What follows belongs to an exercise in optimizing a design on an open flow for small area; a production flow would make more cautious choices.
In this exercise RTL edits were held to simulation tests only and were not proved equivalent to the original.
No activity file was given, so power comes from the tool's default toggle rates.

## flow/design.v (module list and top-level ports; edited modules follow where they fit)
// module fifo_fwft: 38 lines
// module duf_decoder: 2742 lines
module duf_decoder (
    input clk,
    input reset,
    input [2:0] stage,
    input [17:0] is_error_syndromes,
    output [107:0] roots,
    output [17:0] is_odd_clusters,
    output [17:0] is_odd_cardinalities,
    output [17:0] is_touching_boundaries,
    output has_message_flying
);
  // ...
==> flow/flow/run.sh <==
#!/bin/bash
# Own layout flow: the standard ORFS flow (standard.sh), with two changes:
#  - synthesis is synth_recipe.tcl unchanged except that ABC maps with flow/area.abc
#    (an area-oriented mapping) instead of ORFS's script; registers are untouched;
#  - CTS uses small clock buffers and no dummy loads.
# Each tool's output goes to a log file in this folder (and ORFS's own logs under orfs/logs).
set -euo pipefail
W=$(pwd)
cat > "$W/own_synth.tcl" <<EOT
proc abc {args} {
  set i [lsearch -exact \$args -script]
  if {\$i >= 0} { lset args [expr {\$i + 1}] {$W/flow/area.abc} }
  yosys abc {*}\$args
}
source {$W/synth_recipe.tcl}
EOT
CTS="-sink_clustering_enable -repair_clock_nets -dont_use_dummy_load"
if [[ -f flow/cts_bufs.txt ]]; then CTS="$CTS -buf_list {$(cat flow/cts_bufs.txt)}"; fi
bash standard.sh "SYNTH_SCRIPT=$W/own_synth.tcl" "CTS_ARGS=$CTS" finish > "$W/orfs_make.log" 2>&1
==> flow/flow/area.abc <==
strash; &get -n; &dch; &nf -R 1000; &put; topo; dnsize -c
==> flow/flow/cts_bufs.txt <==
sky130_fd_sc_hd__clkbuf_4 sky130_fd_sc_hd__clkbuf_8
==> flow/standard.sh <==
#!/bin/bash
# synth_recipe.tcl (not shown) runs the flow's synth.tcl, then flattens the netlist and writes it again
# the make line also repeats each setting of config.mk as NAME=value (left out here)
make -C /OpenROAD-flow-scripts/flow DESIGN_CONFIG=/design/flow/config.mk WORK_HOME=/design/flow/orfs CLKGATE_MAP_FILE= SYNTH_SCRIPT=/design/flow/synth_recipe.tcl "${@:-finish}"
==> flow/config.mk <==
export PLATFORM = sky130hd
export DESIGN_NAME = duf_decoder
export DESIGN_NICKNAME = duf_decoder
export VERILOG_FILES = /design/flow/design.v
export SDC_FILE = /design/flow/constraint.sdc
export NUM_CORES = 4
export LEC_CHECK = 0
export CAP_MARGIN = 20
export CORE_MARGIN = 2
export CORE_UTILIZATION = 65
export SLEW_MARGIN = 20
==> flow/constraint.sdc <==
create_clock -name core_clock -period 12.0 [get_ports {clk}]
set_input_delay 2.4000 -clock core_clock [delete_from_list [all_inputs] [get_ports {clk}]]
set_output_delay 2.4000 -clock core_clock [all_outputs]
set_load 0.01 [all_outputs]
==> summary.txt, run 1 <==
Setup path
  – Setup CP Type: reg -> reg
  – Reg2reg setup slack: approximately 3.7 ns
  – Path depth of the worst reg2reg path: 31
  – Worst EP arrival: 8.93 ns

Placed design
  – Placed cells: approximately 13000
  – Pre-CTS setup slack: 3.98 ns
  – DPL Wire Length: roughly 280000 um

Floorplanning
  – Taps Inserted: 2016
  – Initial core utilization: roughly two thirds

Synthesis
  – Ys async rst share: 0%
  – Top_reg_cell synth: dfxtp_1
  – XOR/XNOR share of the synthesized area: 4.36%
  – Post-synth EDFFs: 516
  – Largest family of logic cells by synthesized area: simple AND/OR/NAND/NOR gates

Global routing
  – Initial antenna violation count: 28

Job
  – Max cap viols: 0

Finish
  – Finished Layout Cells: 13582
  – NonClk Buf Share: 2.55%
  – Multi-input gate area: slightly below 0.05 mm^2
  – Fill cells: 11160
  – Multi-input combinational area share: 44.9%
  – Commonest cells after routing, fill and taps aside: 2025 x nand2_1, 1619 x dfxtp_1, 1246 x nor2_1

STA
  – RSZ-0062 raised after global routing: no
  – TNS Setup: 0 ns
  – Final slew viol count: 0

Power and ir drop
  – Psw: just over 6 mW
  – Power per cell area: around 170 mW/mm^2
  – Top Consumer: registers
  – Switching fraction of total power: 33.1%

Outcome
  – Outcome: complete, no violations

Detailed routing
  – Residual DRC: 0
  – Post-route ant nets: 0

Clock tree
  – Clock insertion delay at the later pin of the skew report: about 1.1 ns
  – H-tree levels: 5
==> run 2, diff against run 1 <==
--- a/flow/design.v
+++ b/flow/design.v
@@ -525,17 +525,17 @@
     end else if (s_load) begin
         p0_or <= 5'd0; p0_ur <= 5'd0; p0_e <= is_error_syndromes[0]; p0_bi <= 2'd0;
         p0_oc <= is_error_syndromes[0]; p0_tb <= 1'b0; p0_ocd <= is_error_syndromes[0];
     end
     if (reset || s_load) p0_sv <= 1'b0;
     else if (p0_gen && s_spread) p0_sv <= 1'b1;
     else if (p0_iso && !p0_ev) p0_sv <= 1'b0;
     if (p0_gen) p0_sm <= {p0_nur, p0_tc, p0_tt};
-    p0_l <= clr ? 5'd0 : p0_or;
+    p0_l <= p0_or;   
     p0_g <= p0_l == p0_or;
     p0_uv <= !clr && p0_uov;
 end
 assign roots[5:0] = {p0_ur[4:1], 1'b0, p0_ur[0]};
 assign is_odd_clusters[0] = p0_oc;
 assign is_odd_cardinalities[0] = p0_ocd;
 assign is_touching_boundaries[0] = p0_tb;
 wire p1_acc0 = p3_uv && ((lk3[1] && !last_sync) ? p1_g : eq3);
@@ -641,17 +641,17 @@
     end else if (s_load) begin
         p1_or <= 5'd1; p1_ur <= 5'd1; p1_e <= is_error_syndromes[1]; p1_bi <= 2'd0;
         p1_oc <= is_error_syndromes[1]; p1_tb <= 1'b0; p1_ocd <= is_error_syndromes[1];
     end
     if (reset || s_load) p1_sv <= 1'b0;
     else if (p1_gen && s_spread) p1_sv <= 1'b1;
     else if (p1_iso && !p1_ev) p1_sv <= 1'b0;
     if (p1_gen) p1_sm <= {p1_nur, p1_tc, p1_tt};
-    p1_l <= clr ? 5'd0 : p1_or;
+    p1_l <= p1_or;   
     p1_g <= p1_l == p1_or;
     p1_uv <= !clr && p1_uov;
 end
 assign roots[11:6] = {p1_ur[4:1], 1'b0, p1_ur[0]};
 assign is_odd_clusters[1] = p1_oc;
 assign is_odd_cardinalities[1] = p1_ocd;
 assign is_touching_boundaries[1] = p1_tb;
 wire p2_acc0 = p0_uv && ((lk0[1] && !last_sync) ? p2_g : eq0);
@@ -774,17 +774,17 @@
     end else if (s_load) begin
         p2_or <= 5'd2; p2_ur <= 5'd2; p2_e <= is_error_syndromes[2]; p2_bi <= 2'd0;
         p2_oc <= is_error_syndromes[2]; p2_tb <= 1'b0; p2_ocd <= is_error_syndromes[2];
     end
     if (reset || s_load) p2_sv <= 1'b0;
     else if (p2_gen && s_spread) p2_sv <= 1'b1;
     else if (p2_iso && !p2_ev) p2_sv <= 1'b0;
     if (p2_gen) p2_sm <= {p2_nur, p2_tc, p2_tt};
-    p2_l <= clr ? 5'd0 : p2_or;
+    p2_l <= p2_or;   
     p2_g <= p2_l == p2_or;
     p2_uv <= !clr && p2_uov;
 end
 assign roots[17:12] = {p2_ur[4:1], 1'b0, p2_ur[0]};
 assign is_odd_clusters[2] = p2_oc;
 assign is_odd_cardinalities[2] = p2_ocd;
 assign is_touching_boundaries[2] = p2_tb;
 wire p3_acc0 = p1_uv && ((lk3[1] && !last_sync) ? p3_g : eq3);
@@ -907,17 +907,17 @@
     end else if (s_load) begin
         p3_or <= 5'd3; p3_ur <= 5'd3; p3_e <= is_error_syndromes[3]; p3_bi <= 2'd0;
         p3_oc <= is_error_syndromes[3]; p3_tb <= 1'b0; p3_ocd <= is_error_syndromes[3];
     end
     if (reset || s_load) p3_sv <= 1'b0;
     else if (p3_gen && s_spread) p3_sv <= 1'b1;
     else if (p3_iso && !p3_ev) p3_sv <= 1'b0;
     if (p3_gen) p3_sm <= {p3_nur, p3_tc, p3_tt};
-    p3_l <= clr ? 5'd0 : p3_or;
+    p3_l <= p3_or;   
     p3_g <= p3_l == p3_or;
     p3_uv <= !clr && p3_uov;
 end
 assign roots[23:18] = {p3_ur[4:1], 1'b0, p3_ur[0]};
 assign is_odd_clusters[3] = p3_oc;
 assign is_odd_cardinalities[3] = p3_ocd;
 assign is_touching_boundaries[3] = p3_tb;
 wire p4_acc0 = p2_uv && ((lk5[1] && !last_sync) ? p4_g : eq5);
@@ -1023,17 +1023,17 @@
     end else if (s_load) begin
         p4_or <= 5'd4; p4_ur <= 5'd4; p4_e <= is_error_syndromes[4]; p4_bi <= 2'd0;
         p4_oc <= is_error_syndromes[4]; p4_tb <= 1'b0; p4_ocd <= is_error_syndromes[4];
     end
     if (reset || s_load) p4_sv <= 1'b0;
     else if (p4_gen && s_spread) p4_sv <= 1'b1;
     else if (p4_iso && !p4_ev) p4_sv <= 1'b0;
     if (p4_gen) p4_sm <= {p4_nur, p4_tc, p4_tt};
-    p4_l <= clr ? 5'd0 : p4_or;
+    p4_l <= p4_or;   
     p4_g <= p4_l == p4_or;
     p4_uv <= !clr && p4_uov;
 end
 assign roots[29:24] = {p4_ur[4:1], 1'b0, p4_ur[0]};
 assign is_odd_clusters[4] = p4_oc;
 assign is_odd_cardinalities[4] = p4_ocd;
 assign is_touching_boundaries[4] = p4_tb;
 wire p5_acc0 = p3_uv && ((lk8[1] && !last_sync) ? p5_g : eq8);
@@ -1139,17 +1139,17 @@
     end else if (s_load) begin
         p5_or <= 5'd5; p5_ur <= 5'd5; p5_e <= is_error_syndromes[5]; p5_bi <= 2'd0;
         p5_oc <= is_error_syndromes[5]; p5_tb <= 1'b0; p5_ocd <= is_error_syndromes[5];
     end
     if (reset || s_load) p5_sv <= 1'b0;
     else if (p5_gen && s_spread) p5_sv <= 1'b1;
     else if (p5_iso && !p5_ev) p5_sv <= 1'b0;
     if (p5_gen) p5_sm <= {p5_nur, p5_tc, p5_tt};
-    p5_l <= clr ? 5'd0 : p5_or;
+    p5_l <= p5_or;   
     p5_g <= p5_l == p5_or;
     p5_uv <= !clr && p5_uov;
 end
 assign roots[35:30] = {p5_ur[4:1], 1'b0, p5_ur[0]};
 assign is_odd_clusters[5] = p5_oc;
 assign is_odd_cardinalities[5] = p5_ocd;
 assign is_touching_boundaries[5] = p5_tb;
 wire p6_acc0 = p8_uv && ((lk13[1] && !last_sync) ? p6_g : eq13);
@@ -1272,17 +1272,17 @@
     end else if (s_load) begin
         p6_or <= 5'd8; p6_ur <= 5'd8; p6_e <= is_error_syndromes[6]; p6_bi <= 2'd0;
         p6_oc <= is_error_syndromes[6]; p6_tb <= 1'b0; p6_ocd <= is_error_syndromes[6];
     end
     if (reset || s_load) p6_sv <= 1'b0;
     else if (p6_gen && s_spread) p6_sv <= 1'b1;
     else if (p6_iso && !p6_ev) p6_sv <= 1'b0;
     if (p6_gen) p6_sm <= {p6_nur, p6_tc, p6_tt};
-    p6_l <= clr ? 5'd0 : p6_or;
+    p6_l <= p6_or;   
     p6_g <= p6_l == p6_or;
     p6_uv <= !clr && p6_uov;
 end
 assign roots[41:36] = {p6_ur[4:1], 1'b0, p6_ur[0]};
 assign is_odd_clusters[6] = p6_oc;
 assign is_odd_cardinalities[6] = p6_ocd;
 assign is_touching_boundaries[6] = p6_tb;
 wire p7_acc0 = p9_uv && ((lk16[1] && !last_sync) ? p7_g : eq16);
@@ -1405,17 +1405,17 @@
     end else if (s_load) begin
         p7_or <= 5'd9; p7_ur <= 5'd9; p7_e <= is_error_syndromes[7]; p7_bi <= 2'd0;
         p7_oc <= is_error_syndromes[7]; p7_tb <= 1'b0; p7_ocd <= is_error_syndromes[7];
     end
     if (reset || s_load) p7_sv <= 1'b0;
     else if (p7_gen && s_spread) p7_sv <= 1'b1;
     else if (p7_iso && !p7_ev) p7_sv <= 1'b0;
     if (p7_gen) p7_sm <= {p7_nur, p7_tc, p7_tt};
-    p7_l <= clr ? 5'd0 : p7_or;
+    p7_l <= p7_or;   
     p7_g <= p7_l == p7_or;
     p7_uv <= !clr && p7_uov;
 end
 assign roots[47:42] = {p7_ur[4:1], 1'b0, p7_ur[0]};
 assign is_odd_clusters[7] = p7_oc;
 assign is_odd_cardinalities[7] = p7_ocd;
 assign is_touching_boundaries[7] = p7_tb;
 wire p8_acc0 = p6_uv && ((lk13[1] && !last_sync) ? p8_g : eq13);
@@ -1555,17 +1555,17 @@
     end else if (s_load) begin
         p8_or <= 5'd10; p8_ur <= 5'd10; p8_e <= is_error_syndromes[8]; p8_bi <= 2'd0;
         p8_oc <= is_error_syndromes[8]; p8_tb <= 1'b0; p8_ocd <= is_error_syndromes[8];
     end
     if (reset || s_load) p8_sv <= 1'b0;
     else if (p8_gen && s_spread) p8_sv <= 1'b1;
     else if (p8_iso && !p8_ev) p8_sv <= 1'b0;
     if (p8_gen) p8_sm <= {p8_nur, p8_tc, p8_tt};
-    p8_l <= clr ? 5'd0 : p8_or;
+    p8_l <= p8_or;   
     p8_g <= p8_l == p8_or;
     p8_uv <= !clr && p8_uov;
 end
 assign roots[53:48] = {p8_ur[4:1], 1'b0, p8_ur[0]};
 assign is_odd_clusters[8] = p8_oc;
 assign is_odd_cardinalities[8] = p8_ocd;
 assign is_touching_boundaries[8] = p8_tb;
 wire p9_acc0 = p7_uv && ((lk16[1] && !last_sync) ? p9_g : eq16);
@@ -1705,17 +1705,17 @@
     end else if (s_load) begin
         p9_or <= 5'd11; p9_ur <= 5'd11; p9_e <= is_error_syndromes[9]; p9_bi <= 2'd0;
         p9_oc <= is_error_syndromes[9]; p9_tb <= 1'b0; p9_ocd <= is_error_syndromes[9];
     end
     if (reset || s_load) p9_sv <= 1'b0;
     else if (p9_gen && s_spread) p9_sv <= 1'b1;
     else if (p9_iso && !p9_ev) p9_sv <= 1'b0;
     if (p9_gen) p9_sm <= {p9_nur, p9_tc, p9_tt};
-    p9_l <= clr ? 5'd0 : p9_or;
+    p9_l <= p9_or;   
     p9_g <= p9_l == p9_or;
     p9_uv <= !clr && p9_uov;
 end
 assign roots[59:54] = {p9_ur[4:1], 1'b0, p9_ur[0]};
 assign is_odd_clusters[9] = p9_oc;
 assign is_odd_cardinalities[9] = p9_ocd;
 assign is_touching_boundaries[9] = p9_tb;
 wire p10_acc0 = p8_uv && ((lk18[1] && !last_sync) ? p10_g : eq18);
@@ -1838,17 +1838,17 @@
     end else if (s_load) begin
         p10_or <= 5'd12; p10_ur <= 5'd12; p10_e <= is_error_syndromes[10]; p10_bi <= 2'd0;
         p10_oc <= is_error_syndromes[10]; p10_tb <= 1'b0; p10_ocd <= is_error_syndromes[10];
     end
     if (reset || s_load) p10_sv <= 1'b0;
     else if (p10_gen && s_spread) p10_sv <= 1'b1;
     else if (p10_iso && !p10_ev) p10_sv <= 1'b0;
     if (p10_gen) p10_sm <= {p10_nur, p10_tc, p10_tt};
-    p10_l <= clr ? 5'd0 : p10_or;
+    p10_l <= p10_or;   
     p10_g <= p10_l == p10_or;
     p10_uv <= !clr && p10_uov;
 end
 assign roots[65:60] = {p10_ur[4:1], 1'b0, p10_ur[0]};
 assign is_odd_clusters[10] = p10_oc;
 assign is_odd_cardinalities[10] = p10_ocd;
 assign is_touching_boundaries[10] = p10_tb;
 wire p11_acc0 = p9_uv && ((lk21[1] && !last_sync) ? p11_g : eq21);
@@ -1971,17 +1971,17 @@
     end else if (s_load) begin
         p11_or <= 5'd13; p11_ur <= 5'd13; p11_e <= is_error_syndromes[11]; p11_bi <= 2'd0;
         p11_oc <= is_error_syndromes[11]; p11_tb <= 1'b0; p11_ocd <= is_error_syndromes[11];
     end
     if (reset || s_load) p11_sv <= 1'b0;
     else if (p11_gen && s_spread) p11_sv <= 1'b1;
     else if (p11_iso && !p11_ev) p11_sv <= 1'b0;
     if (p11_gen) p11_sm <= {p11_nur, p11_tc, p11_tt};
-    p11_l <= clr ? 5'd0 : p11_or;
+    p11_l <= p11_or;   
     p11_g <= p11_l == p11_or;
     p11_uv <= !clr && p11_uov;
 end
 assign roots[71:66] = {p11_ur[4:1], 1'b0, p11_ur[0]};
 assign is_odd_clusters[11] = p11_oc;
 assign is_odd_cardinalities[11] = p11_ocd;
 assign is_touching_boundaries[11] = p11_tb;
 wire p12_acc0 = p14_uv && ((lk26[1] && !last_sync) ? p12_g : eq26);
@@ -2087,17 +2087,17 @@
     end else if (s_load) begin
         p12_or <= 5'd16; p12_ur <= 5'd16; p12_e <= is_error_syndromes[12]; p12_bi <= 2'd0;
         p12_oc <= is_error_syndromes[12]; p12_tb <= 1'b0; p12_ocd <= is_error_syndromes[12];
     end
     if (reset || s_load) p12_sv <= 1'b0;
     else if (p12_gen && s_spread) p12_sv <= 1'b1;
     else if (p12_iso && !p12_ev) p12_sv <= 1'b0;
     if (p12_gen) p12_sm <= {p12_nur, p12_tc, p12_tt};
-    p12_l <= clr ? 5'd0 : p12_or;
+    p12_l <= p12_or;   
     p12_g <= p12_l == p12_or;
     p12_uv <= !clr && p12_uov;
 end
 assign roots[77:72] = {p12_ur[4:1], 1'b0, p12_ur[0]};
 assign is_odd_clusters[12] = p12_oc;
 assign is_odd_cardinalities[12] = p12_ocd;
 assign is_touching_boundaries[12] = p12_tb;
 wire p13_acc0 = p15_uv && ((lk28[1] && !last_sync) ? p13_g : eq28);
@@ -2203,17 +2203,17 @@
     end else if (s_load) begin
         p13_or <= 5'd17; p13_ur <= 5'd17; p13_e <= is_error_syndromes[13]; p13_bi <= 2'd0;
         p13_oc <= is_error_syndromes[13]; p13_tb <= 1'b0; p13_ocd <= is_error_syndromes[13];
     end
     if (reset || s_load) p13_sv <= 1'b0;
     else if (p13_gen && s_spread) p13_sv <= 1'b1;
     else if (p13_iso && !p13_ev) p13_sv <= 1'b0;
     if (p13_gen) p13_sm <= {p13_nur, p13_tc, p13_tt};
-    p13_l <= clr ? 5'd0 : p13_or;
+    p13_l <= p13_or;   
     p13_g <= p13_l == p13_or;
     p13_uv <= !clr && p13_uov;
 end
 assign roots[83:78] = {p13_ur[4:1], 1'b0, p13_ur[0]};
 assign is_odd_clusters[13] = p13_oc;
 assign is_odd_cardinalities[13] = p13_ocd;
 assign is_touching_boundaries[13] = p13_tb;
 wire p14_acc0 = p12_uv && ((lk26[1] && !last_sync) ? p14_g : eq26);
@@ -2336,17 +2336,17 @@
     end else if (s_load) begin
         p14_or <= 5'd18; p14_ur <= 5'd18; p14_e <= is_error_syndromes[14]; p14_bi <= 2'd0;
         p14_oc <= is_error_syndromes[14]; p14_tb <= 1'b0; p14_ocd <= is_error_syndromes[14];
     end
     if (reset || s_load) p14_sv <= 1'b0;
     else if (p14_gen && s_spread) p14_sv <= 1'b1;
     else if (p14_iso && !p14_ev) p14_sv <= 1'b0;
     if (p14_gen) p14_sm <= {p14_nur, p14_tc, p14_tt};
-    p14_l <= clr ? 5'd0 : p14_or;
+    p14_l <= p14_or;   
     p14_g <= p14_l == p14_or;
     p14_uv <= !clr && p14_uov;
 end
 assign roots[89:84] = {p14_ur[4:1], 1'b0, p14_ur[0]};
 assign is_odd_clusters[14] = p14_oc;
 assign is_odd_cardinalities[14] = p14_ocd;
 assign is_touching_boundaries[14] = p14_tb;
 wire p15_acc0 = p13_uv && ((lk28[1] && !last_sync) ? p15_g : eq28);
@@ -2469,17 +2469,17 @@
     end else if (s_load) begin
         p15_or <= 5'd19; p15_ur <= 5'd19; p15_e <= is_error_syndromes[15]; p15_bi <= 2'd0;
         p15_oc <= is_error_syndromes[15]; p15_tb <= 1'b0; p15_ocd <= is_error_syndromes[15];
     end
     if (reset || s_load) p15_sv <= 1'b0;
     else if (p15_gen && s_spread) p15_sv <= 1'b1;
     else if (p15_iso && !p15_ev) p15_sv <= 1'b0;
     if (p15_gen) p15_sm <= {p15_nur, p15_tc, p15_tt};
-    p15_l <= clr ? 5'd0 : p15_or;
+    p15_l <= p15_or;   
     p15_g <= p15_l == p15_or;
     p15_uv <= !clr && p15_uov;
 end
 assign roots[95:90] = {p15_ur[4:1], 1'b0, p15_ur[0]};
 assign is_odd_clusters[15] = p15_oc;
 assign is_odd_cardinalities[15] = p15_ocd;
 assign is_touching_boundaries[15] = p15_tb;
 wire p16_acc0 = p14_uv && ((lk29[1] && !last_sync) ? p16_g : eq29);
@@ -2585,17 +2585,17 @@
     end else if (s_load) begin
         p16_or <= 5'd20; p16_ur <= 5'd20; p16_e <= is_error_syndromes[16]; p16_bi <= 2'd0;
         p16_oc <= is_error_syndromes[16]; p16_tb <= 1'b0; p16_ocd <= is_error_syndromes[16];
     end
     if (reset || s_load) p16_sv <= 1'b0;
     else if (p16_gen && s_spread) p16_sv <= 1'b1;
     else if (p16_iso && !p16_ev) p16_sv <= 1'b0;
     if (p16_gen) p16_sm <= {p16_nur, p16_tc, p16_tt};
-    p16_l <= clr ? 5'd0 : p16_or;
+    p16_l <= p16_or;   
     p16_g <= p16_l == p16_or;
     p16_uv <= !clr && p16_uov;
 end
 assign roots[101:96] = {p16_ur[4:1], 1'b0, p16_ur[0]};
 assign is_odd_clusters[16] = p16_oc;
 assign is_odd_cardinalities[16] = p16_ocd;
 assign is_touching_boundaries[16] = p16_tb;
 wire p17_acc0 = p15_uv && ((lk31[1] && !last_sync) ? p17_g : eq31);
@@ -2701,17 +2701,17 @@
     end else if (s_load) begin
         p17_or <= 5'd21; p17_ur <= 5'd21; p17_e <= is_error_syndromes[17]; p17_bi <= 2'd0;
         p17_oc <= is_error_syndromes[17]; p17_tb <= 1'b0; p17_ocd <= is_error_syndromes[17];
     end
     if (reset || s_load) p17_sv <= 1'b0;
     else if (p17_gen && s_spread) p17_sv <= 1'b1;
     else if (p17_iso && !p17_ev) p17_sv <= 1'b0;
     if (p17_gen) p17_sm <= {p17_nur, p17_tc, p17_tt};
-    p17_l <= clr ? 5'd0 : p17_or;
+    p17_l <= p17_or;   
     p17_g <= p17_l == p17_or;
     p17_uv <= !clr && p17_uov;
 end
 assign roots[107:102] = {p17_ur[4:1], 1'b0, p17_ur[0]};
 assign is_odd_clusters[17] = p17_oc;
 assign is_odd_cardinalities[17] = p17_ocd;
 assign is_touching_boundaries[17] = p17_tb;
 always @(posedge clk) begin
==> flow/flow/run.sh (replaced) <==
#!/bin/bash
# Own layout flow: the standard ORFS flow (standard.sh) with these changes:
#  - synthesis is synth_recipe.tcl unchanged except that ABC maps with flow/area.abc
#    (an area-oriented mapping) instead of ORFS's script; registers are untouched;
#  - CTS uses clkbuf_8 with larger sink clusters and no dummy loads (the clock tree
#    stays balanced: every register is reached through the same number of buffers);
#  - the port buffers that the standard flow inserts on every input and output are buf_1.
# Each tool's output goes to its own log under orfs/logs/ (ORFS), and make's to orfs_make.log.
set -euo pipefail
W=$(pwd)
cat > "$W/own_synth.tcl" <<EOT
proc abc {args} {
  set i [lsearch -exact \$args -script]
  if {\$i >= 0} { lset args [expr {\$i + 1}] {$W/flow/area.abc} }
  yosys abc {*}\$args
}
source {$W/synth_recipe.tcl}
EOT
CTS="-sink_clustering_enable -repair_clock_nets -dont_use_dummy_load -buf_list sky130_fd_sc_hd__clkbuf_8 -sink_clustering_size 16 -sink_clustering_max_diameter 60"
PORTS="-inputs -outputs -buffer_cell sky130_fd_sc_hd__buf_1"
bash standard.sh "SYNTH_SCRIPT=$W/own_synth.tcl" "CTS_ARGS=$CTS" "BUFFER_PORTS_ARGS=$PORTS" finish > "$W/orfs_make.log" 2>&1
==> flow/config.mk (replaced) <==
export PLATFORM = sky130hd
export DESIGN_NAME = duf_decoder
export DESIGN_NICKNAME = duf_decoder
export VERILOG_FILES = /design/flow/design.v
export SDC_FILE = /design/flow/constraint.sdc
export NUM_CORES = 4
export LEC_CHECK = 0
export CAP_MARGIN = 20
export CORE_MARGIN = 2
export CORE_UTILIZATION = 45
export SLEW_MARGIN = 20
removed: flow/flow/cts_bufs.txt
==> run 2 against run 1 <==
Still clean on timing, DRC and antenna. Design area fell by 2.6%. Fmax is 6.7% lower. Clock-buffer cell count decreased by 171. Clock skew grew 0.046 ns. Wire length is 0.61% higher. Worst setup slack got worse by 0.59 ns. Power down 8.9%. Sequential share of layout area is 1.2 points higher. Critical path type unchanged. Largest cell class unchanged.
==> summary.txt, run 2 <==
Clock tree
  – Clock insertion delay at the later pin of the skew report: 1.02 ns (-0.05 ns)
  – CTS Buf Count: approximately 180
  – Post_cts resized: 0
  – CTS max path bufs: 3
  – H-tree levels: 4 (-1)
  – Hold Buf Count CTS: 0
  – TritonCTS clock tree: yes
  – Clock sink total: 2137
  – Setup Buffers After CTS: 0
  – Reg clk slew, reported paths: 0.10 ns
  – Root buffer cell: clkbuf_8

Finish
  – Multi-input gate area: 0.0480 mm^2 (-1.1%)
  – Share of layout cells above drive strength 1: 3.16%
  – Fill cells: 20649 (+85%)
  – Final Cell Area: 0.105 mm^2
  – Total Nets Final: 11624
  – Reg area: 0.0480 mm^2
  – Commonest cells after routing, fill and taps aside: 1954 x nand2_1, 1617 x dfxtp_1, 1336 x nor2_1
  – Final Util: 48.6%
  – Area Overhead vs Synth: 7.74%
  – Commonest non-fill, non-tap cell in the layout: nand2_1

Synthesis
  – Syn Area/Cell: about 9 um^2
  – Most frequent cells after synthesis: 1956 x nand2_1, 1621 x dfxtp_1, 1343 x nor2_1
  – Top_reg_cell synth: dfxtp_1
  – Leading area contributor after synthesis: dfxtp_1
  – Post-synth EDFFs: 516 (unchanged)
  – Yosys warns: 7
  – Yosys reg bits: 2137
  – Yosys top cell area share: 33.2%
  – Most frequent cell after synthesis: nand2_1
  – Ys async rst share: 0% (unchanged)
  – Gate Count Post-Synth: 10892
  – Cell Area, Synth: 0.0978 mm^2
  – Count of different cell masters after synthesis: 63
  – Sequential cell area fraction in the yosys report: 49.0%
  – Area contributors post-synth: dfxtp_1 33%, edfxtp_1 16%, nand2_1 7.5%, a22oi_1 6.8%, nor2_1 5.2%

Global routing
  – First-pass GRT wire length: between 500000 and 600000 um
  – Number of global-route vias before repair: 80858
  – Largest net degree at the start of global routing: 144
  – Initial antenna violation count: 27 (-3.6%)
  – Grt ovf: 0
  – Total GRT Usage: 34.1%

Detailed routing
  – Post-DR wirelength/cell: 27.5 um
  – Residual DRC: 0 (unchanged)
  – Final WL: 390000 um
  – Post-route ant nets: 0 (unchanged)
  – Via-per-instance ratio: around 6
  – DR pass1 iterations: 8
  – DR vias: 87387
  – First DRT Iteration DRCs: approximately 11000

Power and ir drop
  – Lkg Pwr: around 40 nW
  – Total chip power: 17.1 mW
  – Power per cell area: 162 mW/mm^2 (-6.5%)
  – Maximum vdd drop: 0.116 mV

Setup path
  – CP startpoint kind: register
  – Setup CP Type: reg -> reg
  – Cell family with most CP delay: compound AO/OA/AOI/OAI gates
  – Critical Path End Type: register
  – Crit path required time: 12.61 ns
  – Critical Path Max Stage Delay: 0.87 ns
  – Most used cell, CP: o21ai_0
  – CP Max Fanout: 51
  – Crit path max-delay cell type: dfxtp_4
  – CP bufs+invs: 2
  – Worst EP arrival: 9.50 ns (+0.57 ns)

STA
  – Slew HR: about 16%
  – Hold Vio Cnt, Final: 0
  – Fin worst setup slack: a little over 3 ns
  – Clock Skew: 0.130 ns
  – TNS Setup: 0 ns (unchanged)
  – Fmax: 0.112 GHz
  – Tmin final: roughly 8.9 ns
  – Final setup fails: 0
  – RSZ-0062 raised after global routing: no
  – Period utilisation layout: approximately three quarters
  – Final slew viol count: 0 (unchanged)
  – Worst-margin pin slew: 1.25 ns

Worst hold path
  – HP Class: reg -> reg

Placed design
  – Final GP Congestion: 1.01
  – Post-DP Area: 0.103 mm^2
  – DPL Wire Length: 292000 um (+2.7%)
  – # port buffers: 167
  – Pre-CTS setup slack: 3.47 ns (-0.516 ns)

Job
  – Max cap viols: 0 (unchanged)

Floorplanning
  – Die height: 470 um
  – Io pins: 186
  – Initial core utilization: 45.2% (-20 points)
  – Die width: 470 um
  – Core area: roughly 0.22 mm^2
  – Row cnt: 171
  – Die area: 0.221 mm^2

Outcome
  – Outcome: complete, no violations
[run 2: cell types whose count changed after synthesis, sizes merged, moves of 7 or more]
| cell | before | now |
|---|---|---|
| a21oi | 669 | 708 |
| a22oi | 874 | 885 |
| o21ai | 714 | 694 |
| nand2 | 2026 | 1956 |
| nand4 | 98 | 108 |
| nand3 | 242 | 227 |
| a31oi | 44 | 37 |
| and2 | 256 | 170 |
| mux2i | 188 | 175 |
| nor2 | 1255 | 1343 |
[run 2: cell type report]
cell class              instances  share of cell area, %
multi-input cells            8299                   45.6
repair buffers                308                   1.65
clock buffers                 184                   2.40
inverters                     401                   1.43
flip-flops and latches       2137                   45.5
diodes                         20                 0.0475
well taps                    2854                   3.39
[run 2: worst paths after layout]
| path | slack, ns | cells past startpoint | from | end |
|---|---|---|---|---|
| setup / recovery | 3.11 | 26 | last_sync$_DFF_P_ | p8_sm[0]$_DFFE_PN_ |
| hold / removal | 0.39 | 2 | u_dc_p9_p11.e2[0]$_DFFE_PN_ | u_dc_p9_p11.e1[0]$_DFF_P_ |
| setup reg to reg | 3.11 | 26 | last_sync$_DFF_P_ | p8_sm[0]$_DFFE_PN_ |
| hold reg to reg | 0.39 | 2 | u_dc_p9_p11.e2[0]$_DFFE_PN_ | u_dc_p9_p11.e1[0]$_DFF_P_ |
[run 2: logic make-up after synthesis]
kind of cell | Yosys count | share of synthesized area, %
flops | 2137 | 49.0
buf+inv | 473 | 2.09
other cells | 1 | 0.00384
simple gates | 4352 | 19.1
compound gates | 2902 | 19.0
mux | 272 | 2.91
xor+xnor | 485 | 4.35
fa+ha+maj | 270 | 3.46
[run 2: per-stage QoR]
| step | hold slack [ns] | std cells |
|---|---|---|
| after detailed placement | 0.426 | 13998 |
| after global placement | 0.416 | 13996 |
| after floorplan | 0.408 | 10909 |
| after CTS | 0.386 | 14182 |
| final | 0.394 | 14203 |
| after global routing | 0.408 | 14193 |
[run 2: tightest hold or removal path: stages (launching register included)]
cell and delay, ns:
edfxtp_1 0.32, a22oi_1 0.07, nand2_1 0.06
[run 2: layer usage]
| metal | part of all wire (%) | vias to the layer above | track usage, % |
|---|---|---|---|
| met5 | 0.023 | - | 0 |
| met4 | 6.2 | 14 | 18.0 |
| met3 | 9.7 | 947 | 7.75 |
| met2 | 42 | 4297 | 51.0 |
| met1 | 42 | 42162 | 45.8 |
| li1 | - | 39967 | - |
[run 2: where the power goes]
group	switching [mW]	internal (mW)	leakage [nW]	total [mW]
clock	2.41	1.36	1.32	3.77
sequential	1.77	8.90	18.7	10.7
combinational	1.67	0.991	20.1	2.66

[port drivers added, routing unchanged]
Ports are ideal in the flow. The routed layouts listed here were re-timed in OpenROAD.
Step 1 sets driving cells, clkbuf_16 on the clock port and buf_2 on the other inputs (assumed; they add their load-dependent delay and slew).
Step 2, shift: input delay + t, output delay - t, t = (earliest + latest rising clock arrival at the registers) / 2. This alone moves slack from input paths to output paths.
a / b / c = ideal / step 1 / step 2; a / b = the first two.
run | shift t [ns] | slack for setup (ns) | worst hold slack (ns)
run 1 | 1.123 | 3.702 / 3.702 / 3.702 | 0.420 / 0.420 / 0.420
run 2 | 1.058 | 3.109 / 3.109 / 3.109 | 0.394 / 0.394 / 0.394
After both steps setup and hold are still met in every run listed.
